This design comes from an exercise in tuning for small area on the open sky130 flow, not from production work.
Function was checked by simulation only, so behaviour that the tests miss may differ from the original.
Power and IR drop assume default switching activity.

### run.sh
#!/bin/bash
# synth_recipe.tcl (not shown) runs the flow's synth.tcl, then flattens the netlist and writes it again
# the make line also repeats each setting of config.mk as NAME=value (left out here)
make -C /OpenROAD-flow-scripts/flow DESIGN_CONFIG=/design/flow/config.mk WORK_HOME=/design/flow/orfs CLKGATE_MAP_FILE= SYNTH_SCRIPT=/design/flow/synth_recipe.tcl finish
### config.mk
export PLATFORM = sky130hd
export DESIGN_NAME = systolic
export DESIGN_NICKNAME = systolic
export VERILOG_FILES = /design/flow/design.v
export SDC_FILE = /design/flow/constraint.sdc
export NUM_CORES = 4
export LEC_CHECK = 0
export CAP_MARGIN = 20
export CORE_MARGIN = 2
export CORE_UTILIZATION = 40
export SLEW_MARGIN = 20
export SYNTH_HIERARCHICAL = 1
export SYNTH_MINIMUM_KEEP_SIZE = 0
### constraint.sdc
create_clock -name core_clock -period 8.0 [get_ports {clk}]
set_input_delay 1.6000 -clock core_clock [delete_from_list [all_inputs] [get_ports {clk}]]
set_output_delay 1.6000 -clock core_clock [all_outputs]
set_load 0.01 [all_outputs]
### design.v
module mac_e (
    input  logic [7:0]  a_in, b_in,
    input  logic        valid_a, valid_b, reset, clk,
    output logic [7:0]  a_out, b_out,
    output logic [31:0] acc_out,
    output logic        valid_a_out, valid_b_out
);
    logic en;
    logic [7:0] ag;
    logic [15:0] s0;        
    logic [15:0] lo;        
    logic c0;               
    logic [2:0] bc;        
    logic [2:0] ci;        
    logic c16;
    logic [31:0] nxt;
    logic pp0_0;
    logic pp0_1;
    logic pp0_2;
    logic pp0_3;
    logic pp0_4;
    logic pp0_5;
    logic pp0_6;
    logic pp0_7;
    logic pp1_0;
    logic pp1_1;
    logic pp1_2;
    logic pp1_3;
    logic pp1_4;
    logic pp1_5;
    logic pp1_6;
    logic pp1_7;
    logic pp2_0;
    logic pp2_1;
    logic pp2_2;
    logic pp2_3;
    logic pp2_4;
    logic pp2_5;
    logic pp2_6;
    logic pp2_7;
    logic pp3_0;
    logic pp3_1;
    logic pp3_2;
    logic pp3_3;
    logic pp3_4;
    logic pp3_5;
    logic pp3_6;
    logic pp3_7;
    logic pp4_0;
    logic pp4_1;
    logic pp4_2;
    logic pp4_3;
    logic pp4_4;
    logic pp4_5;
    logic pp4_6;
    logic pp4_7;
    logic pp5_0;
    logic pp5_1;
    logic pp5_2;
    logic pp5_3;
    logic pp5_4;
    logic pp5_5;
    logic pp5_6;
    logic pp5_7;
    logic pp6_0;
    logic pp6_1;
    logic pp6_2;
    logic pp6_3;
    logic pp6_4;
    logic pp6_5;
    logic pp6_6;
    logic pp6_7;
    logic pp7_0;
    logic pp7_1;
    logic pp7_2;
    logic pp7_3;
    logic pp7_4;
    logic pp7_5;
    logic pp7_6;
    logic pp7_7;
    logic fa1_s;
    logic fa1_c;
    logic fa2_s;
    logic fa2_c;
    logic fa3_s;
    logic fa3_c;
    logic fa4_s;
    logic fa4_c;
    logic fa5_s;
    logic fa5_c;
    logic fa6_s;
    logic fa6_c;
    logic fa7_s;
    logic fa7_c;
    logic fa8_s;
    logic fa8_c;
    logic fa9_s;
    logic fa9_c;
    logic fa10_s;
    logic fa10_c;
    logic fa11_s;
    logic fa11_c;
    logic fa12_s;
    logic fa12_c;
    logic fa13_s;
    logic fa13_c;
    logic fa14_s;
    logic fa14_c;
    logic fa15_s;
    logic fa15_c;
    logic fa16_s;
    logic fa16_c;
    logic fa17_s;
    logic fa17_c;
    logic fa18_s;
    logic fa18_c;
    logic fa19_s;
    logic fa19_c;
    logic fa20_s;
    logic fa20_c;
    logic fa21_s;
    logic fa21_c;
    logic fa22_s;
    logic fa22_c;
    logic fa23_s;
    logic fa23_c;
    logic fa24_s;
    logic fa24_c;
    logic fa25_s;
    logic fa25_c;
    logic fa26_s;
    logic fa26_c;
    logic fa27_s;
    logic fa27_c;
    logic fa28_s;
    logic fa28_c;
    logic fa29_s;
    logic fa29_c;
    logic fa30_s;
    logic fa30_c;
    logic fa31_s;
    logic fa31_c;
    logic fa32_s;
    logic fa32_c;
    logic fa33_s;
    logic fa33_c;
    logic fa34_s;
    logic fa34_c;
    logic fa35_s;
    logic fa35_c;
    logic fa36_s;
    logic fa36_c;
    logic fa37_s;
    logic fa37_c;
    logic fa38_s;
    logic fa38_c;
    logic fa39_s;
    logic fa39_c;
    logic fa40_s;
    logic fa40_c;
    logic fa41_s;
    logic fa41_c;
    logic fa42_s;
    logic fa42_c;
    logic fa43_s;
    logic fa43_c;
    logic fa44_s;
    logic fa44_c;
    logic fa45_s;
    logic fa45_c;
    logic fa46_s;
    logic fa46_c;
    logic fa47_s;
    logic fa47_c;
    logic fa48_s;
    logic fa48_c;
    logic fa49_s;
    logic fa49_c;
    logic fa50_s;
    logic fa50_c;
    logic fa51_s;
    logic fa51_c;
    logic fa52_s;
    logic fa52_c;
    logic fa53_s;
    logic fa53_c;
    logic fa54_s;
    logic fa54_c;
    logic fa55_s;
    logic fa55_c;
    logic fa56_s;
    logic fa56_c;
    logic ha1_s;
    logic ha1_c;
    logic ha2_s;
    logic ha2_c;
    logic ha3_s;
    logic ha3_c;
    logic ha4_s;
    logic ha4_c;
    logic ha5_s;
    logic ha5_c;
    logic ha6_s;
    logic ha6_c;
    logic ha7_s;
    logic ha7_c;
    logic ha8_s;
    logic ha8_c;
    logic ha9_s;
    logic ha9_c;
    logic fa57_s;
    logic fa57_c;
    logic ha10_s;
    logic ha10_c;
    logic fa58_s;
    logic fa58_c;
    logic fa59_s;
    logic fa59_c;
    logic fa60_s;
    logic fa60_c;
    logic fa61_s;
    logic fa61_c;
    logic fa62_s;
    logic fa62_c;
    assign en = valid_a & valid_b;
    assign ag = a_in & {8{en}};
    assign pp0_0 = ag[0] & b_in[0];
    assign pp0_1 = ag[0] & b_in[1];
    assign pp0_2 = ag[0] & b_in[2];
    assign pp0_3 = ag[0] & b_in[3];
    assign pp0_4 = ag[0] & b_in[4];
    assign pp0_5 = ag[0] & b_in[5];
    assign pp0_6 = ag[0] & b_in[6];
    assign pp0_7 = ag[0] & b_in[7];
    assign pp1_0 = ag[1] & b_in[0];
    assign pp1_1 = ag[1] & b_in[1];
    assign pp1_2 = ag[1] & b_in[2];
    assign pp1_3 = ag[1] & b_in[3];
    assign pp1_4 = ag[1] & b_in[4];
    assign pp1_5 = ag[1] & b_in[5];
    assign pp1_6 = ag[1] & b_in[6];
    assign pp1_7 = ag[1] & b_in[7];
    assign pp2_0 = ag[2] & b_in[0];
    assign pp2_1 = ag[2] & b_in[1];
    assign pp2_2 = ag[2] & b_in[2];
    assign pp2_3 = ag[2] & b_in[3];
    assign pp2_4 = ag[2] & b_in[4];
    assign pp2_5 = ag[2] & b_in[5];
    assign pp2_6 = ag[2] & b_in[6];
    assign pp2_7 = ag[2] & b_in[7];
    assign pp3_0 = ag[3] & b_in[0];
    assign pp3_1 = ag[3] & b_in[1];
    assign pp3_2 = ag[3] & b_in[2];
    assign pp3_3 = ag[3] & b_in[3];
    assign pp3_4 = ag[3] & b_in[4];
    assign pp3_5 = ag[3] & b_in[5];
    assign pp3_6 = ag[3] & b_in[6];
    assign pp3_7 = ag[3] & b_in[7];
    assign pp4_0 = ag[4] & b_in[0];
    assign pp4_1 = ag[4] & b_in[1];
    assign pp4_2 = ag[4] & b_in[2];
    assign pp4_3 = ag[4] & b_in[3];
    assign pp4_4 = ag[4] & b_in[4];
    assign pp4_5 = ag[4] & b_in[5];
    assign pp4_6 = ag[4] & b_in[6];
    assign pp4_7 = ag[4] & b_in[7];
    assign pp5_0 = ag[5] & b_in[0];
    assign pp5_1 = ag[5] & b_in[1];
    assign pp5_2 = ag[5] & b_in[2];
    assign pp5_3 = ag[5] & b_in[3];
    assign pp5_4 = ag[5] & b_in[4];
    assign pp5_5 = ag[5] & b_in[5];
    assign pp5_6 = ag[5] & b_in[6];
    assign pp5_7 = ag[5] & b_in[7];
    assign pp6_0 = ag[6] & b_in[0];
    assign pp6_1 = ag[6] & b_in[1];
    assign pp6_2 = ag[6] & b_in[2];
    assign pp6_3 = ag[6] & b_in[3];
    assign pp6_4 = ag[6] & b_in[4];
    assign pp6_5 = ag[6] & b_in[5];
    assign pp6_6 = ag[6] & b_in[6];
    assign pp6_7 = ag[6] & b_in[7];
    assign pp7_0 = ag[7] & b_in[0];
    assign pp7_1 = ag[7] & b_in[1];
    assign pp7_2 = ag[7] & b_in[2];
    assign pp7_3 = ag[7] & b_in[3];
    assign pp7_4 = ag[7] & b_in[4];
    assign pp7_5 = ag[7] & b_in[5];
    assign pp7_6 = ag[7] & b_in[6];
    assign pp7_7 = ag[7] & b_in[7];
    fa_cell u_fa1 (.a(acc_out[1]), .b(pp0_1), .c(pp1_0), .s(fa1_s), .co(fa1_c));
    fa_cell u_fa2 (.a(acc_out[2]), .b(pp0_2), .c(pp1_1), .s(fa2_s), .co(fa2_c));
    fa_cell u_fa3 (.a(pp2_0), .b(fa1_c), .c(fa2_s), .s(fa3_s), .co(fa3_c));
    fa_cell u_fa4 (.a(acc_out[3]), .b(pp0_3), .c(pp1_2), .s(fa4_s), .co(fa4_c));
    fa_cell u_fa5 (.a(pp2_1), .b(pp3_0), .c(fa2_c), .s(fa5_s), .co(fa5_c));
    fa_cell u_fa6 (.a(fa4_s), .b(fa5_s), .c(fa3_c), .s(fa6_s), .co(fa6_c));
    fa_cell u_fa7 (.a(acc_out[4]), .b(pp0_4), .c(pp1_3), .s(fa7_s), .co(fa7_c));
    fa_cell u_fa8 (.a(pp2_2), .b(pp3_1), .c(pp4_0), .s(fa8_s), .co(fa8_c));
    fa_cell u_fa9 (.a(fa4_c), .b(fa7_s), .c(fa8_s), .s(fa9_s), .co(fa9_c));
    fa_cell u_fa10 (.a(fa5_c), .b(fa9_s), .c(fa6_c), .s(fa10_s), .co(fa10_c));
    fa_cell u_fa11 (.a(acc_out[5]), .b(pp0_5), .c(pp1_4), .s(fa11_s), .co(fa11_c));
    fa_cell u_fa12 (.a(pp2_3), .b(pp3_2), .c(pp4_1), .s(fa12_s), .co(fa12_c));
    fa_cell u_fa13 (.a(pp5_0), .b(fa7_c), .c(fa8_c), .s(fa13_s), .co(fa13_c));
    fa_cell u_fa14 (.a(fa11_s), .b(fa12_s), .c(fa9_c), .s(fa14_s), .co(fa14_c));
    fa_cell u_fa15 (.a(fa13_s), .b(fa14_s), .c(fa10_c), .s(fa15_s), .co(fa15_c));
    fa_cell u_fa16 (.a(acc_out[6]), .b(pp0_6), .c(pp1_5), .s(fa16_s), .co(fa16_c));
    fa_cell u_fa17 (.a(pp2_4), .b(pp3_3), .c(pp4_2), .s(fa17_s), .co(fa17_c));
    fa_cell u_fa18 (.a(pp5_1), .b(pp6_0), .c(fa11_c), .s(fa18_s), .co(fa18_c));
    fa_cell u_fa19 (.a(fa12_c), .b(fa16_s), .c(fa17_s), .s(fa19_s), .co(fa19_c));
    fa_cell u_fa20 (.a(fa13_c), .b(fa18_s), .c(fa19_s), .s(fa20_s), .co(fa20_c));
    fa_cell u_fa21 (.a(fa14_c), .b(fa20_s), .c(fa15_c), .s(fa21_s), .co(fa21_c));
    fa_cell u_fa22 (.a(acc_out[7]), .b(pp0_7), .c(pp1_6), .s(fa22_s), .co(fa22_c));
    fa_cell u_fa23 (.a(pp2_5), .b(pp3_4), .c(pp4_3), .s(fa23_s), .co(fa23_c));
    fa_cell u_fa24 (.a(pp5_2), .b(pp6_1), .c(pp7_0), .s(fa24_s), .co(fa24_c));
    fa_cell u_fa25 (.a(fa16_c), .b(fa17_c), .c(fa22_s), .s(fa25_s), .co(fa25_c));
    fa_cell u_fa26 (.a(fa23_s), .b(fa24_s), .c(fa18_c), .s(fa26_s), .co(fa26_c));
    fa_cell u_fa27 (.a(fa19_c), .b(fa25_s), .c(fa26_s), .s(fa27_s), .co(fa27_c));
    fa_cell u_fa28 (.a(fa20_c), .b(fa27_s), .c(fa21_c), .s(fa28_s), .co(fa28_c));
    fa_cell u_fa29 (.a(acc_out[8]), .b(pp1_7), .c(pp2_6), .s(fa29_s), .co(fa29_c));
    fa_cell u_fa30 (.a(pp3_5), .b(pp4_4), .c(pp5_3), .s(fa30_s), .co(fa30_c));
    fa_cell u_fa31 (.a(pp6_2), .b(pp7_1), .c(fa22_c), .s(fa31_s), .co(fa31_c));
    fa_cell u_fa32 (.a(fa23_c), .b(fa24_c), .c(fa29_s), .s(fa32_s), .co(fa32_c));
    fa_cell u_fa33 (.a(fa30_s), .b(fa31_s), .c(fa25_c), .s(fa33_s), .co(fa33_c));
    fa_cell u_fa34 (.a(fa32_s), .b(fa26_c), .c(fa33_s), .s(fa34_s), .co(fa34_c));
    fa_cell u_fa35 (.a(fa27_c), .b(fa34_s), .c(fa28_c), .s(fa35_s), .co(fa35_c));
    fa_cell u_fa36 (.a(acc_out[9]), .b(pp2_7), .c(pp3_6), .s(fa36_s), .co(fa36_c));
    fa_cell u_fa37 (.a(pp4_5), .b(pp5_4), .c(pp6_3), .s(fa37_s), .co(fa37_c));
    fa_cell u_fa38 (.a(pp7_2), .b(fa29_c), .c(fa30_c), .s(fa38_s), .co(fa38_c));
    fa_cell u_fa39 (.a(fa36_s), .b(fa37_s), .c(fa31_c), .s(fa39_s), .co(fa39_c));
    fa_cell u_fa40 (.a(fa32_c), .b(fa38_s), .c(fa39_s), .s(fa40_s), .co(fa40_c));
    fa_cell u_fa41 (.a(fa33_c), .b(fa40_s), .c(fa34_c), .s(fa41_s), .co(fa41_c));
    fa_cell u_fa42 (.a(acc_out[10]), .b(pp3_7), .c(pp4_6), .s(fa42_s), .co(fa42_c));
    fa_cell u_fa43 (.a(pp5_5), .b(pp6_4), .c(pp7_3), .s(fa43_s), .co(fa43_c));
    fa_cell u_fa44 (.a(fa36_c), .b(fa37_c), .c(fa42_s), .s(fa44_s), .co(fa44_c));
    fa_cell u_fa45 (.a(fa43_s), .b(fa38_c), .c(fa44_s), .s(fa45_s), .co(fa45_c));
    fa_cell u_fa46 (.a(fa39_c), .b(fa45_s), .c(fa40_c), .s(fa46_s), .co(fa46_c));
    fa_cell u_fa47 (.a(acc_out[11]), .b(pp4_7), .c(pp5_6), .s(fa47_s), .co(fa47_c));
    fa_cell u_fa48 (.a(pp6_5), .b(pp7_4), .c(fa42_c), .s(fa48_s), .co(fa48_c));
    fa_cell u_fa49 (.a(fa43_c), .b(fa47_s), .c(fa48_s), .s(fa49_s), .co(fa49_c));
    fa_cell u_fa50 (.a(fa44_c), .b(fa49_s), .c(fa45_c), .s(fa50_s), .co(fa50_c));
    fa_cell u_fa51 (.a(acc_out[12]), .b(pp5_7), .c(pp6_6), .s(fa51_s), .co(fa51_c));
    fa_cell u_fa52 (.a(pp7_5), .b(fa47_c), .c(fa51_s), .s(fa52_s), .co(fa52_c));
    fa_cell u_fa53 (.a(fa48_c), .b(fa52_s), .c(fa49_c), .s(fa53_s), .co(fa53_c));
    fa_cell u_fa54 (.a(acc_out[13]), .b(pp6_7), .c(pp7_6), .s(fa54_s), .co(fa54_c));
    fa_cell u_fa55 (.a(fa51_c), .b(fa54_s), .c(fa52_c), .s(fa55_s), .co(fa55_c));
    fa_cell u_fa56 (.a(acc_out[14]), .b(pp7_7), .c(fa54_c), .s(fa56_s), .co(fa56_c));
    ha_cell u_ha1 (.a(acc_out[0]), .b(pp0_0), .s(ha1_s), .co(ha1_c));
    ha_cell u_ha2 (.a(fa1_s), .b(ha1_c), .s(ha2_s), .co(ha2_c));
    ha_cell u_ha3 (.a(fa3_s), .b(ha2_c), .s(ha3_s), .co(ha3_c));
    ha_cell u_ha4 (.a(fa6_s), .b(ha3_c), .s(ha4_s), .co(ha4_c));
    ha_cell u_ha5 (.a(fa10_s), .b(ha4_c), .s(ha5_s), .co(ha5_c));
    ha_cell u_ha6 (.a(fa15_s), .b(ha5_c), .s(ha6_s), .co(ha6_c));
    ha_cell u_ha7 (.a(fa21_s), .b(ha6_c), .s(ha7_s), .co(ha7_c));
    ha_cell u_ha8 (.a(fa28_s), .b(ha7_c), .s(ha8_s), .co(ha8_c));
    ha_cell u_ha9 (.a(fa35_s), .b(ha8_c), .s(ha9_s), .co(ha9_c));
    fa_cell u_fa57 (.a(fa41_s), .b(fa35_c), .c(ha9_c), .s(fa57_s), .co(fa57_c));
    ha_cell u_ha10 (.a(fa46_s), .b(fa41_c), .s(ha10_s), .co(ha10_c));
    fa_cell u_fa58 (.a(fa50_s), .b(fa46_c), .c(ha10_c), .s(fa58_s), .co(fa58_c));
    fa_cell u_fa59 (.a(fa53_s), .b(fa50_c), .c(fa58_c), .s(fa59_s), .co(fa59_c));
    fa_cell u_fa60 (.a(fa55_s), .b(fa53_c), .c(fa59_c), .s(fa60_s), .co(fa60_c));
    fa_cell u_fa61 (.a(fa56_s), .b(fa55_c), .c(fa60_c), .s(fa61_s), .co(fa61_c));
    fa_cell u_fa62 (.a(acc_out[15]), .b(fa56_c), .c(fa61_c), .s(fa62_s), .co(fa62_c));
    assign s0[0] = ha1_s;
    assign s0[1] = ha2_s;
    assign s0[2] = ha3_s;
    assign s0[3] = ha4_s;
    assign s0[4] = ha5_s;
    assign s0[5] = ha6_s;
    assign s0[6] = ha7_s;
    assign s0[7] = ha8_s;
    assign s0[8] = ha9_s;
    assign s0[9] = fa57_s;
    assign s0[10] = ha10_s;
    assign s0[11] = fa58_s;
    assign s0[12] = fa59_s;
    assign s0[13] = fa60_s;
    assign s0[14] = fa61_s;
    assign s0[15] = fa62_s;
    assign c0 = fa62_c;
    assign bc[1] = fa57_c;
    assign ci[0] = 1'b0;
    assign bc[0] = 1'b0;
    assign lo[9:0] = s0[9:0];
    assign ci[1] = bc[1] | (ci[0] & (&s0[9:0]));
    for (genvar k = 10; k < 16; k++) begin : g_b1
        assign lo[k] = s0[k] ^ (ci[1] & ((k == 10) ? 1'b1 : &s0[k-1:10]));
    end
    assign c16 = c0 | (ci[1] & (&s0[15:10]));
    for (genvar k = 16; k < 32; k++) begin : g_hi
        assign nxt[k] = acc_out[k] ^ (c16 & ((k == 16) ? 1'b1 : &acc_out[k-1:16]));
    end
    assign nxt[15:0] = lo;
    always_ff @(posedge clk) begin : valid_reg
        if (~reset) begin
            valid_a_out <= 0;
            valid_b_out <= 0;
        end
        else begin
            valid_a_out <= valid_a;
            valid_b_out <= valid_b;
        end
    end
    always_ff @(posedge clk) begin : accumulator
        if (~reset) begin
            a_out   <= 0;
            b_out   <= 0;
            acc_out <= 0;
        end
        else begin
            if (en) begin
                a_out <= a_in;
                b_out <= b_in;
            end
            acc_out <= nxt;
        end
    end
endmodule
module mac_i (
    input  logic [7:0]  a_in, b_in,
    input  logic        valid_a, valid_b, reset, clk,
    output logic [7:0]  a_out, b_out,
    output logic [31:0] acc_out,
    output logic        valid_a_out, valid_b_out
);
    logic en;
    logic [7:0] ag;
    logic [15:0] s0;        
    logic [15:0] lo;        
    logic c0;               
    logic [2:0] bc;        
    logic [2:0] ci;        
    logic c16;
    logic [31:0] nxt;
    logic pp0_0;
    logic pp0_1;
    logic pp0_2;
    logic pp0_3;
    logic pp0_4;
    logic pp0_5;
    logic pp0_6;
    logic pp0_7;
    logic pp1_0;
    logic pp1_1;
    logic pp1_2;
    logic pp1_3;
    logic pp1_4;
    logic pp1_5;
    logic pp1_6;
    logic pp1_7;
    logic pp2_0;
    logic pp2_1;
    logic pp2_2;
    logic pp2_3;
    logic pp2_4;
    logic pp2_5;
    logic pp2_6;
    logic pp2_7;
    logic pp3_0;
    logic pp3_1;
    logic pp3_2;
    logic pp3_3;
    logic pp3_4;
    logic pp3_5;
    logic pp3_6;
    logic pp3_7;
    logic pp4_0;
    logic pp4_1;
    logic pp4_2;
    logic pp4_3;
    logic pp4_4;
    logic pp4_5;
    logic pp4_6;
    logic pp4_7;
    logic pp5_0;
    logic pp5_1;
    logic pp5_2;
    logic pp5_3;
    logic pp5_4;
    logic pp5_5;
    logic pp5_6;
    logic pp5_7;
    logic pp6_0;
    logic pp6_1;
    logic pp6_2;
    logic pp6_3;
    logic pp6_4;
    logic pp6_5;
    logic pp6_6;
    logic pp6_7;
    logic pp7_0;
    logic pp7_1;
    logic pp7_2;
    logic pp7_3;
    logic pp7_4;
    logic pp7_5;
    logic pp7_6;
    logic pp7_7;
    logic fa1_s;
    logic fa1_c;
    logic fa2_s;
    logic fa2_c;
    logic fa3_s;
    logic fa3_c;
    logic fa4_s;
    logic fa4_c;
    logic fa5_s;
    logic fa5_c;
    logic fa6_s;
    logic fa6_c;
    logic fa7_s;
    logic fa7_c;
    logic fa8_s;
    logic fa8_c;
    logic fa9_s;
    logic fa9_c;
    logic fa10_s;
    logic fa10_c;
    logic fa11_s;
    logic fa11_c;
    logic fa12_s;
    logic fa12_c;
    logic fa13_s;
    logic fa13_c;
    logic fa14_s;
    logic fa14_c;
    logic fa15_s;
    logic fa15_c;
    logic fa16_s;
    logic fa16_c;
    logic fa17_s;
    logic fa17_c;
    logic fa18_s;
    logic fa18_c;
    logic fa19_s;
    logic fa19_c;
    logic fa20_s;
    logic fa20_c;
    logic fa21_s;
    logic fa21_c;
    logic fa22_s;
    logic fa22_c;
    logic fa23_s;
    logic fa23_c;
    logic fa24_s;
    logic fa24_c;
    logic fa25_s;
    logic fa25_c;
    logic fa26_s;
    logic fa26_c;
    logic fa27_s;
    logic fa27_c;
    logic fa28_s;
    logic fa28_c;
    logic fa29_s;
    logic fa29_c;
    logic fa30_s;
    logic fa30_c;
    logic fa31_s;
    logic fa31_c;
    logic fa32_s;
    logic fa32_c;
    logic fa33_s;
    logic fa33_c;
    logic fa34_s;
    logic fa34_c;
    logic fa35_s;
    logic fa35_c;
    logic fa36_s;
    logic fa36_c;
    logic fa37_s;
    logic fa37_c;
    logic fa38_s;
    logic fa38_c;
    logic fa39_s;
    logic fa39_c;
    logic fa40_s;
    logic fa40_c;
    logic fa41_s;
    logic fa41_c;
    logic fa42_s;
    logic fa42_c;
    logic fa43_s;
    logic fa43_c;
    logic fa44_s;
    logic fa44_c;
    logic fa45_s;
    logic fa45_c;
    logic fa46_s;
    logic fa46_c;
    logic fa47_s;
    logic fa47_c;
    logic fa48_s;
    logic fa48_c;
    logic fa49_s;
    logic fa49_c;
    logic fa50_s;
    logic fa50_c;
    logic fa51_s;
    logic fa51_c;
    logic fa52_s;
    logic fa52_c;
    logic fa53_s;
    logic fa53_c;
    logic fa54_s;
    logic fa54_c;
    logic fa55_s;
    logic fa55_c;
    logic fa56_s;
    logic fa56_c;
    logic ha1_s;
    logic ha1_c;
    logic ha2_s;
    logic ha2_c;
    logic ha3_s;
    logic ha3_c;
    logic ha4_s;
    logic ha4_c;
    logic ha5_s;
    logic ha5_c;
    logic ha6_s;
    logic ha6_c;
    logic ha7_s;
    logic ha7_c;
    logic ha8_s;
    logic ha8_c;
    logic ha9_s;
    logic ha9_c;
    logic fa57_s;
    logic fa57_c;
    logic fa58_s;
    logic fa58_c;
    logic fa59_s;
    logic fa59_c;
    logic fa60_s;
    logic fa60_c;
    logic ha10_s;
    logic ha10_c;
    logic fa61_s;
    logic fa61_c;
    logic fa62_s;
    logic fa62_c;
    assign en = valid_a & valid_b;
    assign ag = a_in & {8{en}};
    assign pp0_0 = ag[0] & b_in[0];
    assign pp0_1 = ag[0] & b_in[1];
    assign pp0_2 = ag[0] & b_in[2];
    assign pp0_3 = ag[0] & b_in[3];
    assign pp0_4 = ag[0] & b_in[4];
    assign pp0_5 = ag[0] & b_in[5];
    assign pp0_6 = ag[0] & b_in[6];
    assign pp0_7 = ag[0] & b_in[7];
    assign pp1_0 = ag[1] & b_in[0];
    assign pp1_1 = ag[1] & b_in[1];
    assign pp1_2 = ag[1] & b_in[2];
    assign pp1_3 = ag[1] & b_in[3];
    assign pp1_4 = ag[1] & b_in[4];
    assign pp1_5 = ag[1] & b_in[5];
    assign pp1_6 = ag[1] & b_in[6];
    assign pp1_7 = ag[1] & b_in[7];
    assign pp2_0 = ag[2] & b_in[0];
    assign pp2_1 = ag[2] & b_in[1];
    assign pp2_2 = ag[2] & b_in[2];
    assign pp2_3 = ag[2] & b_in[3];
    assign pp2_4 = ag[2] & b_in[4];
    assign pp2_5 = ag[2] & b_in[5];
    assign pp2_6 = ag[2] & b_in[6];
    assign pp2_7 = ag[2] & b_in[7];
    assign pp3_0 = ag[3] & b_in[0];
    assign pp3_1 = ag[3] & b_in[1];
    assign pp3_2 = ag[3] & b_in[2];
    assign pp3_3 = ag[3] & b_in[3];
    assign pp3_4 = ag[3] & b_in[4];
    assign pp3_5 = ag[3] & b_in[5];
    assign pp3_6 = ag[3] & b_in[6];
    assign pp3_7 = ag[3] & b_in[7];
    assign pp4_0 = ag[4] & b_in[0];
    assign pp4_1 = ag[4] & b_in[1];
    assign pp4_2 = ag[4] & b_in[2];
    assign pp4_3 = ag[4] & b_in[3];
    assign pp4_4 = ag[4] & b_in[4];
    assign pp4_5 = ag[4] & b_in[5];
    assign pp4_6 = ag[4] & b_in[6];
    assign pp4_7 = ag[4] & b_in[7];
    assign pp5_0 = ag[5] & b_in[0];
    assign pp5_1 = ag[5] & b_in[1];
    assign pp5_2 = ag[5] & b_in[2];
    assign pp5_3 = ag[5] & b_in[3];
    assign pp5_4 = ag[5] & b_in[4];
    assign pp5_5 = ag[5] & b_in[5];
    assign pp5_6 = ag[5] & b_in[6];
    assign pp5_7 = ag[5] & b_in[7];
    assign pp6_0 = ag[6] & b_in[0];
    assign pp6_1 = ag[6] & b_in[1];
    assign pp6_2 = ag[6] & b_in[2];
    assign pp6_3 = ag[6] & b_in[3];
    assign pp6_4 = ag[6] & b_in[4];
    assign pp6_5 = ag[6] & b_in[5];
    assign pp6_6 = ag[6] & b_in[6];
    assign pp6_7 = ag[6] & b_in[7];
    assign pp7_0 = ag[7] & b_in[0];
    assign pp7_1 = ag[7] & b_in[1];
    assign pp7_2 = ag[7] & b_in[2];
    assign pp7_3 = ag[7] & b_in[3];
    assign pp7_4 = ag[7] & b_in[4];
    assign pp7_5 = ag[7] & b_in[5];
    assign pp7_6 = ag[7] & b_in[6];
    assign pp7_7 = ag[7] & b_in[7];
    fa_cell u_fa1 (.a(acc_out[1]), .b(pp0_1), .c(pp1_0), .s(fa1_s), .co(fa1_c));
    fa_cell u_fa2 (.a(acc_out[2]), .b(pp0_2), .c(pp1_1), .s(fa2_s), .co(fa2_c));
    fa_cell u_fa3 (.a(pp2_0), .b(fa1_c), .c(fa2_s), .s(fa3_s), .co(fa3_c));
    fa_cell u_fa4 (.a(acc_out[3]), .b(pp0_3), .c(pp1_2), .s(fa4_s), .co(fa4_c));
    fa_cell u_fa5 (.a(pp2_1), .b(pp3_0), .c(fa2_c), .s(fa5_s), .co(fa5_c));
    fa_cell u_fa6 (.a(fa4_s), .b(fa3_c), .c(fa5_s), .s(fa6_s), .co(fa6_c));
    fa_cell u_fa7 (.a(acc_out[4]), .b(pp0_4), .c(pp1_3), .s(fa7_s), .co(fa7_c));
    fa_cell u_fa8 (.a(pp2_2), .b(pp3_1), .c(pp4_0), .s(fa8_s), .co(fa8_c));
    fa_cell u_fa9 (.a(fa4_c), .b(fa7_s), .c(fa8_s), .s(fa9_s), .co(fa9_c));
    fa_cell u_fa10 (.a(fa5_c), .b(fa9_s), .c(fa6_c), .s(fa10_s), .co(fa10_c));
    fa_cell u_fa11 (.a(acc_out[5]), .b(pp0_5), .c(pp1_4), .s(fa11_s), .co(fa11_c));
    fa_cell u_fa12 (.a(pp2_3), .b(pp3_2), .c(pp4_1), .s(fa12_s), .co(fa12_c));
    fa_cell u_fa13 (.a(pp5_0), .b(fa7_c), .c(fa8_c), .s(fa13_s), .co(fa13_c));
    fa_cell u_fa14 (.a(fa11_s), .b(fa12_s), .c(fa13_s), .s(fa14_s), .co(fa14_c));
    fa_cell u_fa15 (.a(fa9_c), .b(fa14_s), .c(fa10_c), .s(fa15_s), .co(fa15_c));
    fa_cell u_fa16 (.a(acc_out[6]), .b(pp0_6), .c(pp1_5), .s(fa16_s), .co(fa16_c));
    fa_cell u_fa17 (.a(pp2_4), .b(pp3_3), .c(pp4_2), .s(fa17_s), .co(fa17_c));
    fa_cell u_fa18 (.a(pp5_1), .b(pp6_0), .c(fa11_c), .s(fa18_s), .co(fa18_c));
    fa_cell u_fa19 (.a(fa12_c), .b(fa16_s), .c(fa17_s), .s(fa19_s), .co(fa19_c));
    fa_cell u_fa20 (.a(fa13_c), .b(fa18_s), .c(fa19_s), .s(fa20_s), .co(fa20_c));
    fa_cell u_fa21 (.a(fa14_c), .b(fa20_s), .c(fa15_c), .s(fa21_s), .co(fa21_c));
    fa_cell u_fa22 (.a(acc_out[7]), .b(pp0_7), .c(pp1_6), .s(fa22_s), .co(fa22_c));
    fa_cell u_fa23 (.a(pp2_5), .b(pp3_4), .c(pp4_3), .s(fa23_s), .co(fa23_c));
    fa_cell u_fa24 (.a(pp5_2), .b(pp6_1), .c(pp7_0), .s(fa24_s), .co(fa24_c));
    fa_cell u_fa25 (.a(fa16_c), .b(fa17_c), .c(fa22_s), .s(fa25_s), .co(fa25_c));
    fa_cell u_fa26 (.a(fa23_s), .b(fa24_s), .c(fa18_c), .s(fa26_s), .co(fa26_c));
    fa_cell u_fa27 (.a(fa19_c), .b(fa25_s), .c(fa26_s), .s(fa27_s), .co(fa27_c));
    fa_cell u_fa28 (.a(fa20_c), .b(fa27_s), .c(fa21_c), .s(fa28_s), .co(fa28_c));
    fa_cell u_fa29 (.a(acc_out[8]), .b(pp1_7), .c(pp2_6), .s(fa29_s), .co(fa29_c));
    fa_cell u_fa30 (.a(pp3_5), .b(pp4_4), .c(pp5_3), .s(fa30_s), .co(fa30_c));
    fa_cell u_fa31 (.a(pp6_2), .b(pp7_1), .c(fa22_c), .s(fa31_s), .co(fa31_c));
    fa_cell u_fa32 (.a(fa23_c), .b(fa24_c), .c(fa29_s), .s(fa32_s), .co(fa32_c));
    fa_cell u_fa33 (.a(fa30_s), .b(fa25_c), .c(fa31_s), .s(fa33_s), .co(fa33_c));
    fa_cell u_fa34 (.a(fa32_s), .b(fa26_c), .c(fa33_s), .s(fa34_s), .co(fa34_c));
    fa_cell u_fa35 (.a(fa27_c), .b(fa34_s), .c(fa28_c), .s(fa35_s), .co(fa35_c));
    fa_cell u_fa36 (.a(acc_out[9]), .b(pp2_7), .c(pp3_6), .s(fa36_s), .co(fa36_c));
    fa_cell u_fa37 (.a(pp4_5), .b(pp5_4), .c(pp6_3), .s(fa37_s), .co(fa37_c));
    fa_cell u_fa38 (.a(pp7_2), .b(fa29_c), .c(fa30_c), .s(fa38_s), .co(fa38_c));
    fa_cell u_fa39 (.a(fa36_s), .b(fa37_s), .c(fa31_c), .s(fa39_s), .co(fa39_c));
    fa_cell u_fa40 (.a(fa32_c), .b(fa38_s), .c(fa39_s), .s(fa40_s), .co(fa40_c));
    fa_cell u_fa41 (.a(fa33_c), .b(fa40_s), .c(fa34_c), .s(fa41_s), .co(fa41_c));
    fa_cell u_fa42 (.a(acc_out[10]), .b(pp3_7), .c(pp4_6), .s(fa42_s), .co(fa42_c));
    fa_cell u_fa43 (.a(pp5_5), .b(pp6_4), .c(pp7_3), .s(fa43_s), .co(fa43_c));
    fa_cell u_fa44 (.a(fa36_c), .b(fa37_c), .c(fa42_s), .s(fa44_s), .co(fa44_c));
    fa_cell u_fa45 (.a(fa43_s), .b(fa38_c), .c(fa44_s), .s(fa45_s), .co(fa45_c));
    fa_cell u_fa46 (.a(fa39_c), .b(fa45_s), .c(fa40_c), .s(fa46_s), .co(fa46_c));
    fa_cell u_fa47 (.a(acc_out[11]), .b(pp4_7), .c(pp5_6), .s(fa47_s), .co(fa47_c));
    fa_cell u_fa48 (.a(pp6_5), .b(pp7_4), .c(fa42_c), .s(fa48_s), .co(fa48_c));
    fa_cell u_fa49 (.a(fa43_c), .b(fa47_s), .c(fa44_c), .s(fa49_s), .co(fa49_c));
    fa_cell u_fa50 (.a(fa48_s), .b(fa45_c), .c(fa49_s), .s(fa50_s), .co(fa50_c));
    fa_cell u_fa51 (.a(acc_out[12]), .b(pp5_7), .c(pp6_6), .s(fa51_s), .co(fa51_c));
    fa_cell u_fa52 (.a(pp7_5), .b(fa47_c), .c(fa51_s), .s(fa52_s), .co(fa52_c));
    fa_cell u_fa53 (.a(fa48_c), .b(fa52_s), .c(fa49_c), .s(fa53_s), .co(fa53_c));
    fa_cell u_fa54 (.a(acc_out[13]), .b(pp6_7), .c(pp7_6), .s(fa54_s), .co(fa54_c));
    fa_cell u_fa55 (.a(fa51_c), .b(fa54_s), .c(fa52_c), .s(fa55_s), .co(fa55_c));
    fa_cell u_fa56 (.a(acc_out[14]), .b(pp7_7), .c(fa54_c), .s(fa56_s), .co(fa56_c));
    ha_cell u_ha1 (.a(acc_out[0]), .b(pp0_0), .s(ha1_s), .co(ha1_c));
    ha_cell u_ha2 (.a(fa1_s), .b(ha1_c), .s(ha2_s), .co(ha2_c));
    ha_cell u_ha3 (.a(fa3_s), .b(ha2_c), .s(ha3_s), .co(ha3_c));
    ha_cell u_ha4 (.a(fa6_s), .b(ha3_c), .s(ha4_s), .co(ha4_c));
    ha_cell u_ha5 (.a(fa10_s), .b(ha4_c), .s(ha5_s), .co(ha5_c));
    ha_cell u_ha6 (.a(fa15_s), .b(ha5_c), .s(ha6_s), .co(ha6_c));
    ha_cell u_ha7 (.a(fa21_s), .b(ha6_c), .s(ha7_s), .co(ha7_c));
    ha_cell u_ha8 (.a(fa28_s), .b(ha7_c), .s(ha8_s), .co(ha8_c));
    ha_cell u_ha9 (.a(fa35_s), .b(ha8_c), .s(ha9_s), .co(ha9_c));
    fa_cell u_fa57 (.a(fa41_s), .b(fa35_c), .c(ha9_c), .s(fa57_s), .co(fa57_c));
    fa_cell u_fa58 (.a(fa46_s), .b(fa41_c), .c(fa57_c), .s(fa58_s), .co(fa58_c));
    fa_cell u_fa59 (.a(fa50_s), .b(fa46_c), .c(fa58_c), .s(fa59_s), .co(fa59_c));
    fa_cell u_fa60 (.a(fa53_s), .b(fa50_c), .c(fa59_c), .s(fa60_s), .co(fa60_c));
    ha_cell u_ha10 (.a(fa55_s), .b(fa53_c), .s(ha10_s), .co(ha10_c));
    fa_cell u_fa61 (.a(fa56_s), .b(fa55_c), .c(ha10_c), .s(fa61_s), .co(fa61_c));
    fa_cell u_fa62 (.a(acc_out[15]), .b(fa56_c), .c(fa61_c), .s(fa62_s), .co(fa62_c));
    assign s0[0] = ha1_s;
    assign s0[1] = ha2_s;
    assign s0[2] = ha3_s;
    assign s0[3] = ha4_s;
    assign s0[4] = ha5_s;
    assign s0[5] = ha6_s;
    assign s0[6] = ha7_s;
    assign s0[7] = ha8_s;
    assign s0[8] = ha9_s;
    assign s0[9] = fa57_s;
    assign s0[10] = fa58_s;
    assign s0[11] = fa59_s;
    assign s0[12] = fa60_s;
    assign s0[13] = ha10_s;
    assign s0[14] = fa61_s;
    assign s0[15] = fa62_s;
    assign c0 = fa62_c;
    assign bc[1] = fa60_c;
    assign ci[0] = 1'b0;
    assign bc[0] = 1'b0;
    assign lo[12:0] = s0[12:0];
    assign ci[1] = bc[1] | (ci[0] & (&s0[12:0]));
    for (genvar k = 13; k < 16; k++) begin : g_b1
        assign lo[k] = s0[k] ^ (ci[1] & ((k == 13) ? 1'b1 : &s0[k-1:13]));
    end
    assign c16 = c0 | (ci[1] & (&s0[15:13]));
    for (genvar k = 16; k < 32; k++) begin : g_hi
        assign nxt[k] = acc_out[k] ^ (c16 & ((k == 16) ? 1'b1 : &acc_out[k-1:16]));
    end
    assign nxt[15:0] = lo;
    always_ff @(posedge clk) begin : valid_reg
        if (~reset) begin
            valid_a_out <= 0;
            valid_b_out <= 0;
        end
        else begin
            valid_a_out <= valid_a;
            valid_b_out <= valid_b;
        end
    end
    always_ff @(posedge clk) begin : accumulator
        if (~reset) begin
            a_out   <= 0;
            b_out   <= 0;
            acc_out <= 0;
        end
        else begin
            if (en) begin
                a_out <= a_in;
                b_out <= b_in;
            end
            acc_out <= nxt;
        end
    end
endmodule
module fa_cell (input logic a, b, c, output logic s, co);
    assign s  = a ^ b ^ c;
    assign co = (a & b) | (a & c) | (b & c);
endmodule
module ha_cell (input logic a, b, output logic s, co);
    assign s  = a ^ b;
    assign co = a & b;
endmodule
module systolic #(parameter SIZE = 4) (
    input  logic                     clk, reset,
    input  logic [SIZE*8-1:0]        a_in,
    input  logic [SIZE*8-1:0]        b_in,
    input  logic [SIZE-1:0]          valid_a,
    input  logic [SIZE-1:0]          valid_b,
    output logic [SIZE*SIZE*32-1:0]  out
    );
    logic [7:0] a_bus [SIZE][SIZE+1];
    logic       valid_a_bus [SIZE][SIZE+1];
    logic [7:0] b_bus [SIZE+1][SIZE];
    logic       valid_b_bus [SIZE+1][SIZE];
    genvar i, j;
    generate
        for (i = 0; i < SIZE; i = i + 1) begin : g_edge
            assign a_bus[i][0]       = a_in[8*i +: 8];
            assign valid_a_bus[i][0] = valid_a[i];
            assign b_bus[0][i]       = b_in[8*i +: 8];
            assign valid_b_bus[0][i] = valid_b[i];
        end
        for (i = 0; i < SIZE; i = i + 1) begin : g_systolic_row
            for (j = 0; j < SIZE; j = j + 1) begin : g_systolic_col
                if (i == 0 || j == 0) begin : g_cell
                    mac_e u_mac (
                        .clk(clk),
                        .reset(reset),
                        .a_in(a_bus[i][j]),
                        .valid_a(valid_a_bus[i][j]),
                        .b_in(b_bus[i][j]),
                        .valid_b(valid_b_bus[i][j]),
                        .a_out(a_bus[i][j+1]),
                        .valid_a_out(valid_a_bus[i][j+1]),
                        .b_out(b_bus[i+1][j]),
                        .valid_b_out(valid_b_bus[i+1][j]),
                        .acc_out(out[32*(i*SIZE+j) +: 32])
                    );
                end else begin : g_cell
                    mac_i u_mac (
                        .clk(clk),
                        .reset(reset),
                        .a_in(a_bus[i][j]),
                        .valid_a(valid_a_bus[i][j]),
                        .b_in(b_bus[i][j]),
                        .valid_b(valid_b_bus[i][j]),
                        .a_out(a_bus[i][j+1]),
                        .valid_a_out(valid_a_bus[i][j+1]),
                        .b_out(b_bus[i+1][j]),
                        .valid_b_out(valid_b_bus[i+1][j]),
                        .acc_out(out[32*(i*SIZE+j) +: 32])
                    );
                end
            end
        end
    endgenerate
endmodule
==> impl_metrics.py, run 1 <==
metrics = {
    "clock_tree": {
        "clkTransAtPathRegs_ns": 0.06,
        "cts-root-buf": "clkbuf_16",
        "h-tree-depth": 3,
        "post_cts_buffers": 0,
        "cts_max_path_buffers": 3,
        "cts.sinks": 728,
        "tritoncts": "built",
        "ctsHoldBuffers": 0,
        "cts_buffers": 90,
        "cts_resized": 0,
        "insertion_delay_ns": 0.69,
    },
    "timing": {
        "tightest_slew_ns": 1.01,
        "max-slew-margin-rel_pct": 32.5,
        "period_needed_ns": 7.59,
        "fmax_mhz": 132,
        "finalHoldWorstSlack_ns": 0.484,
        "period_share_pct": 94.8,
        "fin_tns_setup_ns": 0,
        "rsz0062_at_grt": "no",
        "fin_worst_skew_ns": 0.0302,
        "slew_violations": 0,
        "hold_viol_final": 0,
        "setup_violations": 0,
    },
    "global_route": {
        "grt_pass1_wl_um": 251000,
        "grt_usage_pct": 22.4,
        "antenna_found_initial": 3,
        "grt_overflow": 0,
        "grt_max_degree": 72,
        "grt_pass1_vias": 43300,
    },
    "drt": {
        "vias": 41200,
        "wl_per_cell_um": 20.5,
        "wirelength_um": 157000,
        "drt_iter0_drc": 2573,
        "firstDrtPassIters": 7,
        "antenna_left": 0,
        "via_per_inst": 5.39,
        "drt_drc_violations_left": 0,
    },
    "die": {
        "core_area_mm2": 0.137,
        "die_x_um": 376,
        "fp-row-count": 136,
        "initial_core_util_pct": 40.3,
        "die_height_um": 376,
        "io_pins": 586,
        "die_area_mm2": 0.141,
    },
    "power_and_ir_drop": {
        "ir_drop_mv": 0.128,
        "pwr-share-clk_pct": 49.8,
        "netSwitchingFraction_pct": 24.9,
        "p_seq_share_pct": 43.2,
        "power_mw": 8.66,
        "internal_power_mw": 6.51,
        "p_comb_share_pct": 7.0,
        "power_density_mw_per_mm2": 129,
        "p_leak_nw": 33.5,
        "switching_power_mw": 2.15,
    },
    "outcome": {
        "outcome": "complete, no violations",
    },
    "finish": {
        "multi_input_area_mm2": 0.0395,
        "syn_to_final_growth_pct": 21.2,
        "seqCellArea_mm2": 0.0146,
        "layout-drive-gt1-share_pct": 7.00,
        "fin_area_mm2": 0.0670,
        "utilization_pct": 48.8,
        "layout.nets": 7030,
        "nFillCells": 12600,
    },
    "worst_setup_path": {
        "reg2reg_slack_ns": 0.56,
        "required_ns": 8.58,
        "crit_arrival_ns": 8.16,
        "r2r_cells": 21,
        "worst_setup_path_start_kind": "input port",
        "worstPathMaxFanout": 19,
        "critPathCaptureType": "flop",
        "worstSetupPathType": "in2reg",
    },
    "logic_synthesis": {
        "synth_nets": 6430,
        "yosysWarnings": 17,
        "syn_area_mm2": 0.0553,
        "synth_area_per_cell_um2": 10.7,
        "syn_inst": 5172,
    },
    "placed_design": {
        "io_buffers": 585,
        "dp_hpwl_um": 120000,
        "place_area_mm2": 0.0638,
        "gp_congestion": 0.868,
    },
    "job": {
        "drv_cap": 0,
    },
    "worst_hold_path": {
        "hold_path_class": "reg2reg",
        "hold_depth": 1,
    },
}
## worst max-delay path: stages
cell and delay (ns):
clkdlybuf4s50_1 0.47, and2_1 0.39, buf_4 0.28, and3_1 0.20, fa_1 0.43, fa_1 0.52
fa_1 0.45, fa_1 0.47, ha_1 0.22, fa_1 0.38, fa_1 0.40, fa_1 0.39
fa_1 0.39, fa_1 0.57, a41oi_4 0.15, buf_12 0.18, or4_1 0.50, a21oi_1 0.17
## stage by stage
| step | worst slack (ns) | instances |
|---|---|---|
| after floorplan | 0.294 | 5172 |
| after global placement | -0.129 | 7471 |
| after detailed placement | -0.302 | 7472 |
| after CTS | 0.468 | 7637 |
| after global routing | 0.175 | 7640 |
| final | 0.413 | 7640 |
## cell usage in the layout, fill, tap and decap left out, types with 27 or more instances in the layout
master and instances:
xnor2_1 111, fa_1 992, clkbuf_16 91, nand4_1 62
nor4b_1 27, a21oi_1 319, ha_1 192, xor2_1 48
o21ai_0 113, and3_1 1031, buf_4 192, and4_1 30
or3_1 113, and2_1 250, dfxtp_1 728, nand2_1 454
nand3_1 92, nor2_1 159, clkdlybuf4s50_1 584
## area by class of cell
cell class | count | share of cell area [%]
inverter | 32 | 0.179
sequential | 728 | 21.8
antenna | 1 | 0.00374
tap | 1794 | 3.35
clock buffer | 125 | 3.96
timing repair buffer | 783 | 11.1
multi-input combinational | 4137 | 59.0
clock inverter | 40 | 0.665
## power groups by stage
stage / clock [mW] / sequential, mW / combinational [mW]
final: 4.31 / 3.74 / 0.609
after global routing: 4.59 / 3.74 / 0.685
after CTS: 4.46 / 3.74 / 0.613
after detailed placement: 0 / 3.82 / 0.608
after global placement: 0 / 3.82 / 0.598
after floorplan: 0 / 3.80 / 0.309
## sequential cells by signal, summed over array words and instances, names as in the netlist
signal                                                  count
g_systolic_row.g_systolic_col.g_cell.u_mac.a_out           96
g_systolic_row.g_systolic_col.g_cell.u_mac.acc_out        512
g_systolic_row.g_systolic_col.g_cell.u_mac.b_out           96
g_systolic_row.g_systolic_col.g_cell.u_mac.valid_a_out     12
g_systolic_row.g_systolic_col.g_cell.u_mac.valid_b_out     12
## metal layers
| layer | share of wire [%] | track usage (%) | wire length (µm) | vias to the layer above |
|---|---|---|---|---|
| li1 | - | - | - | 19000 |
| met4 | 2.4 | 6.23 | 3790 | 4 |
| met1 | 43 | 29.5 | 67100 | 21000 |
| met2 | 48 | 36.8 | 75200 | 1004 |
| met3 | 6.8 | 5.17 | 10700 | 189 |
| met5 | 0.017 | 0 | 27 | - |
## worst max-delay path by stage
stage               start  endpoint  slack (ns)  cells past startpoint
2_1_floorplan  valid_a[0]      flop        0.29                     21
3_3_place_gp   valid_a[3]      flop       -0.13                     18
3_5_place_dp   valid_a[3]      flop       -0.30                     18
4_1_cts        valid_a[3]      flop        0.47                     18
5_1_grt        valid_a[3]      flop        0.18                     18
6_report       valid_a[3]      flop        0.41                     18
==> inputs of run 2 (changes only) <==
--- a/design.v
+++ b/design.v
@@ -210,10 +210,10 @@
     logic ha9_c;
     logic fa57_s;
     logic fa57_c;
-    logic ha10_s;
-    logic ha10_c;
     logic fa58_s;
     logic fa58_c;
+    logic ha10_s;
+    logic ha10_c;
     logic fa59_s;
     logic fa59_c;
     logic fa60_s;
@@ -354,9 +354,9 @@
     ha_cell u_ha8 (.a(fa28_s), .b(ha7_c), .s(ha8_s), .co(ha8_c));
     ha_cell u_ha9 (.a(fa35_s), .b(ha8_c), .s(ha9_s), .co(ha9_c));
     fa_cell u_fa57 (.a(fa41_s), .b(fa35_c), .c(ha9_c), .s(fa57_s), .co(fa57_c));
-    ha_cell u_ha10 (.a(fa46_s), .b(fa41_c), .s(ha10_s), .co(ha10_c));
-    fa_cell u_fa58 (.a(fa50_s), .b(fa46_c), .c(ha10_c), .s(fa58_s), .co(fa58_c));
-    fa_cell u_fa59 (.a(fa53_s), .b(fa50_c), .c(fa58_c), .s(fa59_s), .co(fa59_c));
+    fa_cell u_fa58 (.a(fa46_s), .b(fa41_c), .c(fa57_c), .s(fa58_s), .co(fa58_c));
+    ha_cell u_ha10 (.a(fa50_s), .b(fa46_c), .s(ha10_s), .co(ha10_c));
+    fa_cell u_fa59 (.a(fa53_s), .b(fa50_c), .c(ha10_c), .s(fa59_s), .co(fa59_c));
     fa_cell u_fa60 (.a(fa55_s), .b(fa53_c), .c(fa59_c), .s(fa60_s), .co(fa60_c));
     fa_cell u_fa61 (.a(fa56_s), .b(fa55_c), .c(fa60_c), .s(fa61_s), .co(fa61_c));
     fa_cell u_fa62 (.a(acc_out[15]), .b(fa56_c), .c(fa61_c), .s(fa62_s), .co(fa62_c));
@@ -370,22 +370,22 @@
     assign s0[7] = ha8_s;
     assign s0[8] = ha9_s;
     assign s0[9] = fa57_s;
-    assign s0[10] = ha10_s;
-    assign s0[11] = fa58_s;
+    assign s0[10] = fa58_s;
+    assign s0[11] = ha10_s;
     assign s0[12] = fa59_s;
     assign s0[13] = fa60_s;
     assign s0[14] = fa61_s;
     assign s0[15] = fa62_s;
     assign c0 = fa62_c;
-    assign bc[1] = fa57_c;
+    assign bc[1] = fa58_c;
     assign ci[0] = 1'b0;
     assign bc[0] = 1'b0;
-    assign lo[9:0] = s0[9:0];
-    assign ci[1] = bc[1] | (ci[0] & (&s0[9:0]));
-    for (genvar k = 10; k < 16; k++) begin : g_b1
-        assign lo[k] = s0[k] ^ (ci[1] & ((k == 10) ? 1'b1 : &s0[k-1:10]));
+    assign lo[10:0] = s0[10:0];
+    assign ci[1] = bc[1] | (ci[0] & (&s0[10:0]));
+    for (genvar k = 11; k < 16; k++) begin : g_b1
+        assign lo[k] = s0[k] ^ (ci[1] & ((k == 11) ? 1'b1 : &s0[k-1:11]));
     end
-    assign c16 = c0 | (ci[1] & (&s0[15:10]));
+    assign c16 = c0 | (ci[1] & (&s0[15:11]));
     for (genvar k = 16; k < 32; k++) begin : g_hi
         assign nxt[k] = acc_out[k] ^ (c16 & ((k == 16) ? 1'b1 : &acc_out[k-1:16]));
     end
@@ -427,8 +427,8 @@
     logic [15:0] s0;        
     logic [15:0] lo;        
     logic c0;               
-    logic [2:0] bc;        
-    logic [2:0] ci;        
+    logic [1:0] bc;        
+    logic [1:0] ci;        
     logic c16;
     logic [31:0] nxt;
     logic pp0_0;
@@ -633,12 +633,12 @@
     logic fa59_c;
     logic fa60_s;
     logic fa60_c;
-    logic ha10_s;
-    logic ha10_c;
     logic fa61_s;
     logic fa61_c;
     logic fa62_s;
     logic fa62_c;
+    logic fa63_s;
+    logic fa63_c;
     assign en = valid_a & valid_b;
     assign ag = a_in & {8{en}};
     assign pp0_0 = ag[0] & b_in[0];
@@ -774,9 +774,9 @@
     fa_cell u_fa58 (.a(fa46_s), .b(fa41_c), .c(fa57_c), .s(fa58_s), .co(fa58_c));
     fa_cell u_fa59 (.a(fa50_s), .b(fa46_c), .c(fa58_c), .s(fa59_s), .co(fa59_c));
     fa_cell u_fa60 (.a(fa53_s), .b(fa50_c), .c(fa59_c), .s(fa60_s), .co(fa60_c));
-    ha_cell u_ha10 (.a(fa55_s), .b(fa53_c), .s(ha10_s), .co(ha10_c));
-    fa_cell u_fa61 (.a(fa56_s), .b(fa55_c), .c(ha10_c), .s(fa61_s), .co(fa61_c));
-    fa_cell u_fa62 (.a(acc_out[15]), .b(fa56_c), .c(fa61_c), .s(fa62_s), .co(fa62_c));
+    fa_cell u_fa61 (.a(fa55_s), .b(fa53_c), .c(fa60_c), .s(fa61_s), .co(fa61_c));
+    fa_cell u_fa62 (.a(fa56_s), .b(fa55_c), .c(fa61_c), .s(fa62_s), .co(fa62_c));
+    fa_cell u_fa63 (.a(acc_out[15]), .b(fa56_c), .c(fa62_c), .s(fa63_s), .co(fa63_c));
     assign s0[0] = ha1_s;
     assign s0[1] = ha2_s;
     assign s0[2] = ha3_s;
@@ -790,19 +790,14 @@
     assign s0[10] = fa58_s;
     assign s0[11] = fa59_s;
     assign s0[12] = fa60_s;
-    assign s0[13] = ha10_s;
-    assign s0[14] = fa61_s;
-    assign s0[15] = fa62_s;
-    assign c0 = fa62_c;
-    assign bc[1] = fa60_c;
+    assign s0[13] = fa61_s;
+    assign s0[14] = fa62_s;
+    assign s0[15] = fa63_s;
+    assign c0 = fa63_c;
     assign ci[0] = 1'b0;
     assign bc[0] = 1'b0;
-    assign lo[12:0] = s0[12:0];
-    assign ci[1] = bc[1] | (ci[0] & (&s0[12:0]));
-    for (genvar k = 13; k < 16; k++) begin : g_b1
-        assign lo[k] = s0[k] ^ (ci[1] & ((k == 13) ? 1'b1 : &s0[k-1:13]));
-    end
-    assign c16 = c0 | (ci[1] & (&s0[15:13]));
+    assign lo[15:0] = s0[15:0];
+    assign c16 = c0;
     for (genvar k = 16; k < 32; k++) begin : g_hi
         assign nxt[k] = acc_out[k] ^ (c16 & ((k == 16) ? 1'b1 : &acc_out[k-1:16]));
     end
==> flow/run.sh (new file) <==
#!/bin/bash
# Standard layout, with the port buffers made of the smallest buffer cell.
set -e
export BUFFER_PORTS_ARGS="-buffer_cell sky130_fd_sc_hd__buf_1"
bash standard.sh > standard.log 2>&1
==> standard.sh (new file) <==
#!/bin/bash
# synth_recipe.tcl (not shown) runs the flow's synth.tcl, then flattens the netlist and writes it again
# the make line also repeats each setting of config.mk as NAME=value (left out here)
make -C /OpenROAD-flow-scripts/flow DESIGN_CONFIG=/design/flow/config.mk WORK_HOME=/design/flow/orfs CLKGATE_MAP_FILE= SYNTH_SCRIPT=/design/flow/synth_recipe.tcl "${@:-finish}"
--- a/config.mk
+++ b/config.mk
@@ -5,9 +5,11 @@
 export SDC_FILE = /design/flow/constraint.sdc
 export NUM_CORES = 4
 export LEC_CHECK = 0
+export ABC_AREA = 1
 export CAP_MARGIN = 20
 export CORE_MARGIN = 2
-export CORE_UTILIZATION = 40
+export CORE_UTILIZATION = 55
+export CTS_BUF_LIST = sky130_fd_sc_hd__clkbuf_4 sky130_fd_sc_hd__clkbuf_8
 export SLEW_MARGIN = 20
 export SYNTH_HIERARCHICAL = 1
 export SYNTH_MINIMUM_KEEP_SIZE = 0
removed: run.sh
==> impl_metrics.py, run 2 <==
metrics = {
    "power_and_ir_drop": {
        "power_density_mw_per_mm2": 136,
        "power_mw": 8.29,
        "p_leak_nw": 30.2,
        "ir_drop_mv": 0.122,
    },
    "global_route": {
        "grt_usage_pct": 28.3,
        "grtUsageMet2_pct": 45.9,
        "top_usage_layer": "met2",
        "grt_overflow": 0,
        "grt_pass1_vias": 41600,
        "grt_max_degree": 144,
        "grt_pass1_wl_um": 223000,
        "grtUsageMet3_pct": 7.66,
        "grtUsageMet1_pct": 37.2,
        "antenna_found_initial": 5,
    },
    "worst_setup_path": {
        "crit_arrival_ns": 8.38,
        "worstSetupPathType": "reg2reg",
        "required_ns": 8.70,
        "worst_setup_path_start_kind": "flop",
        "critPathCaptureType": "flop",
        "slowest_delay_ns": 0.45,
        "r2r_cells": 26,
        "reg2reg_slack_ns": 0.33,
        "crit_top_cell": "fa_1",
        "crit_slowest_cell": "fa_1",
        "worstPathMaxFanout": 8,
    },
    "clock_tree": {
        "insertion_delay_ns": 0.84,
        "ctsHoldBuffers": 0,
        "h-tree-depth": 4,
        "cts-root-buf": "clkbuf_8",
        "cts.sinks": 728,
        "cts_max_path_buffers": 3,
        "clkTransAtPathRegs_ns": 0.06,
        "cts_resized": 0,
        "tritoncts": "built",
        "cts_buffers": 137,
        "post_cts_buffers": 0,
    },
    "drt": {
        "vias": 40300,
        "antenna_left": 0,
        "wirelength_um": 138000,
        "wl_per_cell_um": 17.5,
        "firstDrtPassIters": 5,
        "via_per_inst": 5.14,
        "drt_iter0_drc": 2346,
        "drt_drc_violations_left": 0,
    },
    "finish": {
        "layout.nets": 7708,
        "layout-drive-gt1-share_pct": 10.7,
        "layout_commonest_cell": "nor2_1",
        "fin_area_mm2": 0.0610,
        "syn_to_final_growth_pct": 13.3,
        "regMostFlops": "g_systolic_row.g_systolic_col.g_cell.u_mac.acc_out",
        "stdcell_count": 7840,
        "utilization_pct": 62.9,
        "final_cell_mix": "nor2_1, fa_1, nand2_1",
        "largest_reg_flops": 512,
        "reg_top3": "g_systolic_row.g_systolic_col.g_cell.u_mac.acc_out (512), g_systolic_row.g_systolic_col.g_cell.u_mac.a_out (96), g_systolic_row.g_systolic_col.g_cell.u_mac.b_out (96)",
    },
    "logic_synthesis": {
        "synth_area_per_cell_um2": 9.38,
        "yosysWarnings": 17,
        "synth_nets": 6984,
        "syn_area_mm2": 0.0538,
        "syn_inst": 5735,
    },
    "placed_design": {
        "dp.cells": 7596,
        "io_buffers": 585,
        "gp_congestion": 0.889,
        "place_area_mm2": 0.0577,
        "dpl_worst_slack_ns": 0.0172,
        "dp_hpwl_um": 108000,
    },
    "timing": {
        "fin_tns_setup_ns": 0,
        "slew_violations": 0,
        "max-slew-margin-rel_pct": 49.8,
        "finalHoldWorstSlack_ns": 0.456,
        "fmax_mhz": 130,
        "period_needed_ns": 7.67,
        "setup_violations": 0,
        "fin_worst_skew_ns": 0.0381,
        "period_share_pct": 95.9,
        "hold_viol_final": 0,
        "setup_slack_ns": 0.327,
        "rsz0062_at_grt": "no",
        "tightest_slew_ns": 0.754,
    },
    "die": {
        "fp-row-count": 114,
        "core_area_mm2": 0.0969,
        "die_area_mm2": 0.100,
        "initial_core_util_pct": 55.6,
        "die_height_um": 317,
        "die_x_um": 317,
        "io_pins": 586,
    },
    "job": {
        "drv_cap": 0,
    },
    "outcome": {
        "outcome": "complete, no violations",
    },
    "worst_hold_path": {
        "hold_path_class": "reg2reg",
    },
}
-- run 2: critical path: cells and delay by family (launching register included) --
| kind | cells | cell delay, ns |
|---|---|---|
| flops | 1 | 0.32 |
| fa+ha+maj | 16 | 6.23 |
| simple gates | 9 | 0.88 |
| buf+inv | 1 | 0.13 |
-- run 2: report_power, final --
part | internal, mW | leakage (nW) | switching [mW]
clock network | 2.32 | 1.57 | 1.65
logic | 0.203 | 22.8 | 0.385
registers | 3.69 | 5.88 | 0.0498
total | 6.21 | 30.2 | 2.08
-- run 2: layer usage --
metal | vias to the layer above | share of wire [%] | routed length [µm]
li1 | 19000 | - | -
met1 | 19900 | 42 | 57400
met2 | 1080 | 48 | 65700
met3 | 260 | 7.9 | 10800
met4 | 6 | 2.6 | 3570
met5 | - | 0.028 | 38
-- run 2: worst min path at each step --
stage	to	slack [ns]	cells past startpoint	start
floorplan	flop	0.42	2	flop
global placement	flop	0.43	2	flop
detailed placement	flop	0.43	2	flop
CTS	flop	0.45	2	flop
global route	flop	0.48	2	flop
finish	flop	0.46	2	flop
-- run 2: final cells by class --
cell class | count | area (µm²)
Multi-Input combinational cell | 4244 | 36200
Fill cell | 8528 | 35900
Sequential cell | 728 | 14600
Timing Repair Buffer | 707 | 3180
Clock buffer | 215 | 2690
Inverter | 641 | 2420
Tap cell | 1276 | 1600
Clock inverter | 27 | 312
Antenna cell | 2 | 5.00
==> inputs of run 3 (changes only) <==
==> flow/run.sh (replaced) <==
#!/bin/bash
# Standard layout (the standard.sh), with two changes:
# - the port buffers are the smallest buffer cell (buf_1);
# - clock tree synthesis builds larger sink clusters and inserts no dummy loads.
set -e
export BUFFER_PORTS_ARGS="-buffer_cell sky130_fd_sc_hd__buf_1"
export CTS_ARGS="-sink_clustering_enable -repair_clock_nets -dont_use_dummy_load -buf_list {sky130_fd_sc_hd__clkbuf_8 sky130_fd_sc_hd__clkbuf_16} -sink_clustering_size 20 -sink_clustering_max_diameter 100"
bash standard.sh > standard.log 2>&1
--- a/config.mk
+++ b/config.mk
@@ -8,8 +8,7 @@
 export ABC_AREA = 1
 export CAP_MARGIN = 20
 export CORE_MARGIN = 2
-export CORE_UTILIZATION = 55
-export CTS_BUF_LIST = sky130_fd_sc_hd__clkbuf_4 sky130_fd_sc_hd__clkbuf_8
+export CORE_UTILIZATION = 60
 export SLEW_MARGIN = 20
 export SYNTH_HIERARCHICAL = 1
 export SYNTH_MINIMUM_KEEP_SIZE = 0
==> impl_metrics.py, run 3 <==
metrics = {
    "drt": {
        "vias": 39700,
        "firstDrtPassIters": 5,
        "drt_drc_violations_left": 0,
        "wl_per_cell_um": 17.7,
        "via_per_inst": 5.29,
        "drt_iter0_drc": 2865,
        "wirelength_um": 133000,
        "antenna_left": 0,
    },
    "worst_setup_path": {
        "critPathCaptureType": "flop",
        "crit_top_cell": "fa_1",
        "crit_slowest_cell": "fa_1",
        "crit_family": "adder cells",
        "worst_setup_path_start_kind": "flop",
        "reg2reg_slack_ns": 0.30,
        "crit_arrival_ns": 8.23,
        "worstPathMaxFanout": 22,
        "slowest_delay_ns": 0.47,
        "path_buf_inv": 3,
        "worstSetupPathType": "reg2reg",
        "path_depth": 27,
        "r2r_cells": 27,
        "required_ns": 8.53,
    },
    "placed_design": {
        "dp_hpwl_um": 105000,
        "dp.cells": 7468,
        "gp_congestion": 0.895,
        "place_area_mm2": 0.0575,
        "io_buffers": 585,
    },
    "timing": {
        "fmax_mhz": 130,
        "setup_violations": 0,
        "hold_viol_final": 0,
        "tightest_slew_ns": 0.900,
        "slew_violations": 0,
        "period_share_pct": 96.3,
        "max-slew-margin-rel_pct": 40.0,
        "fin_worst_skew_ns": 0.0195,
        "period_needed_ns": 7.70,
        "fin_tns_setup_ns": 0,
    },
    "logic_synthesis": {
        "syn_area_mm2": 0.0538,
        "yosysWarnings": 17,
        "synth_nets": 6984,
        "synth_area_per_cell_um2": 9.38,
        "syn_inst": 5735,
    },
    "finish": {
        "syn_to_final_growth_pct": 9.16,
        "layout-drive-gt1-share_pct": 7.69,
        "regMostFlops": "g_systolic_row.g_systolic_col.g_cell.u_mac.acc_out",
        "reg_top3": "g_systolic_row.g_systolic_col.g_cell.u_mac.acc_out (512), g_systolic_row.g_systolic_col.g_cell.u_mac.a_out (96), g_systolic_row.g_systolic_col.g_cell.u_mac.b_out (96)",
        "fin_area_mm2": 0.0587,
        "layout_commonest_cell": "nor2_1",
        "final_cell_mix": "nor2_1, fa_1, nand2_1",
        "stdcell_count": 7514,
        "largest_reg_flops": 512,
        "utilization_pct": 66.3,
        "layout.nets": 7597,
        "nFillCells": 7572,
    },
    "worst_hold_path": {
        "hold_path_class": "reg2reg",
    },
    "power_and_ir_drop": {
        "pwr-share-clk_pct": 33.7,
        "p_leak_nw": 29.1,
        "p_comb_share_pct": 9.1,
        "netSwitchingFraction_pct": 25.7,
        "power_density_mw_per_mm2": 111,
        "p_seq_share_pct": 57.2,
        "ir_drop_mv": 0.165,
        "power_mw": 6.52,
        "internal_power_mw": 4.84,
        "switching_power_mw": 1.68,
    },
    "job": {
        "drv_cap": 0,
    },
    "clock_tree": {
        "cts_max_path_buffers": 3,
        "cts_resized": 0,
        "insertion_delay_ns": 0.61,
        "cts.sinks": 728,
        "tritoncts": "built",
        "cts_buffers": 43,
        "clkTransAtPathRegs_ns": 0.08,
        "cts-root-buf": "clkbuf_16",
        "post_cts_buffers": 0,
        "ctsHoldBuffers": 0,
        "h-tree-depth": 2,
    },
    "die": {
        "die_x_um": 303,
        "io_pins": 586,
        "fp-row-count": 109,
        "initial_core_util_pct": 60.7,
        "core_area_mm2": 0.0886,
        "die_height_um": 303,
        "die_area_mm2": 0.0921,
    },
    "outcome": {
        "outcome": "complete, no violations",
    },
    "global_route": {
        "antenna_found_initial": 5,
        "grt_pass1_wl_um": 216000,
        "grt_pass1_vias": 41000,
        "grt_usage_pct": 29.6,
        "grt_max_degree": 165,
        "grt_overflow": 0,
    },
}
-- run 3: worst min-delay path by stage --
| stage | from | end | slack [ns] | cells after the start |
|---|---|---|---|---|
| 2_1_floorplan | flop | flop | 0.42 | 2 |
| 3_3_place_gp | flop | flop | 0.44 | 2 |
| 3_5_place_dp | flop | flop | 0.44 | 2 |
| 4_1_cts | flop | flop | 0.44 | 2 |
| 5_1_grt | flop | flop | 0.48 | 2 |
| 6_report | flop | flop | 0.45 | 2 |
-- run 3: stage by stage --
step	setup WS (ns)	hold slack [ns]
after floorplan	0.394	0.419
after global placement	0.213	0.442
after detailed placement	0.0500	0.436
after CTS	0.0752	0.443
after global routing	-0.0157	0.483
final	0.297	0.450
-- run 3: tightest hold or removal path, cell delays in order (launching register included) --
cell     delay (ns)
dfxtp_1        0.32
nand2_1        0.05
inv_1          0.04
-- run 3: layer usage --
metal	track usage [%]	routed length (µm)	vias to the layer above
met4	7.76	3460	4
li1	-	-	18700
met3	6.71	9740	171
met5	0	24	-
met1	39.7	55000	19800
met2	48.8	64400	1073
-- run 3: final cells by class --
| type | instances | area [µm²] | area share, % |
|---|---|---|---|
| diodes | 3 | 7.51 | 0.0128 |
| multi-input cells | 4244 | 36200 | 61.6 |
| clock buffers | 43 | 1080 | 1.83 |
| inverters | 641 | 2410 | 4.10 |
| flip-flops and latches | 728 | 14600 | 24.8 |
| repair buffers | 690 | 3040 | 5.18 |
| well taps | 1165 | 1460 | 2.48 |
-- run 3: power groups by stage --
| stage | clock, mW | combinational, mW | sequential, mW |
|---|---|---|---|
| after floorplan | 0 | 0.390 | 3.81 |
| after global placement | 0 | 0.588 | 3.81 |
| after detailed placement | 0 | 0.593 | 3.81 |
| after CTS | 2.27 | 0.600 | 3.73 |
| after global routing | 2.38 | 0.672 | 3.74 |
| final | 2.20 | 0.594 | 3.73 |

-- re-timing with driven ports --
How much do the figures lean on ideal ports? The routed layouts below were timed once more, with nothing changed but the port constraints.
Step 1 assumes that a clkbuf_16 drives the clock port and a buf_2 every other input.
Step 2 times the ports against the registers' clock, not the clock port: input delays grow and output delays shrink by t, the midpoint of the rising clock arrivals with the driver on.
Slacks: ideal ports / drivers / drivers and shift; pairs: ideal ports / drivers.
| run | t (ns) | setup slack, ns | hold WS [ns] |
|---|---|---|---|
| run 1 | 0.756 | 0.413 / 0.438 / -0.319 | 0.484 / 0.484 / 0.484 |
| run 2 | 0.894 | 0.327 / 0.327 / 0.209 | 0.456 / 0.456 / 0.456 |
| run 3 | 0.669 | 0.297 / 0.297 / 0.193 | 0.450 / 0.450 / 0.450 |
Met with ideal ports but missed after step 2: setup timing in run 1. For run 1, which loses most, drivers alone change the setup slack by +0.025 ns; drivers and shift together by -0.732 ns.
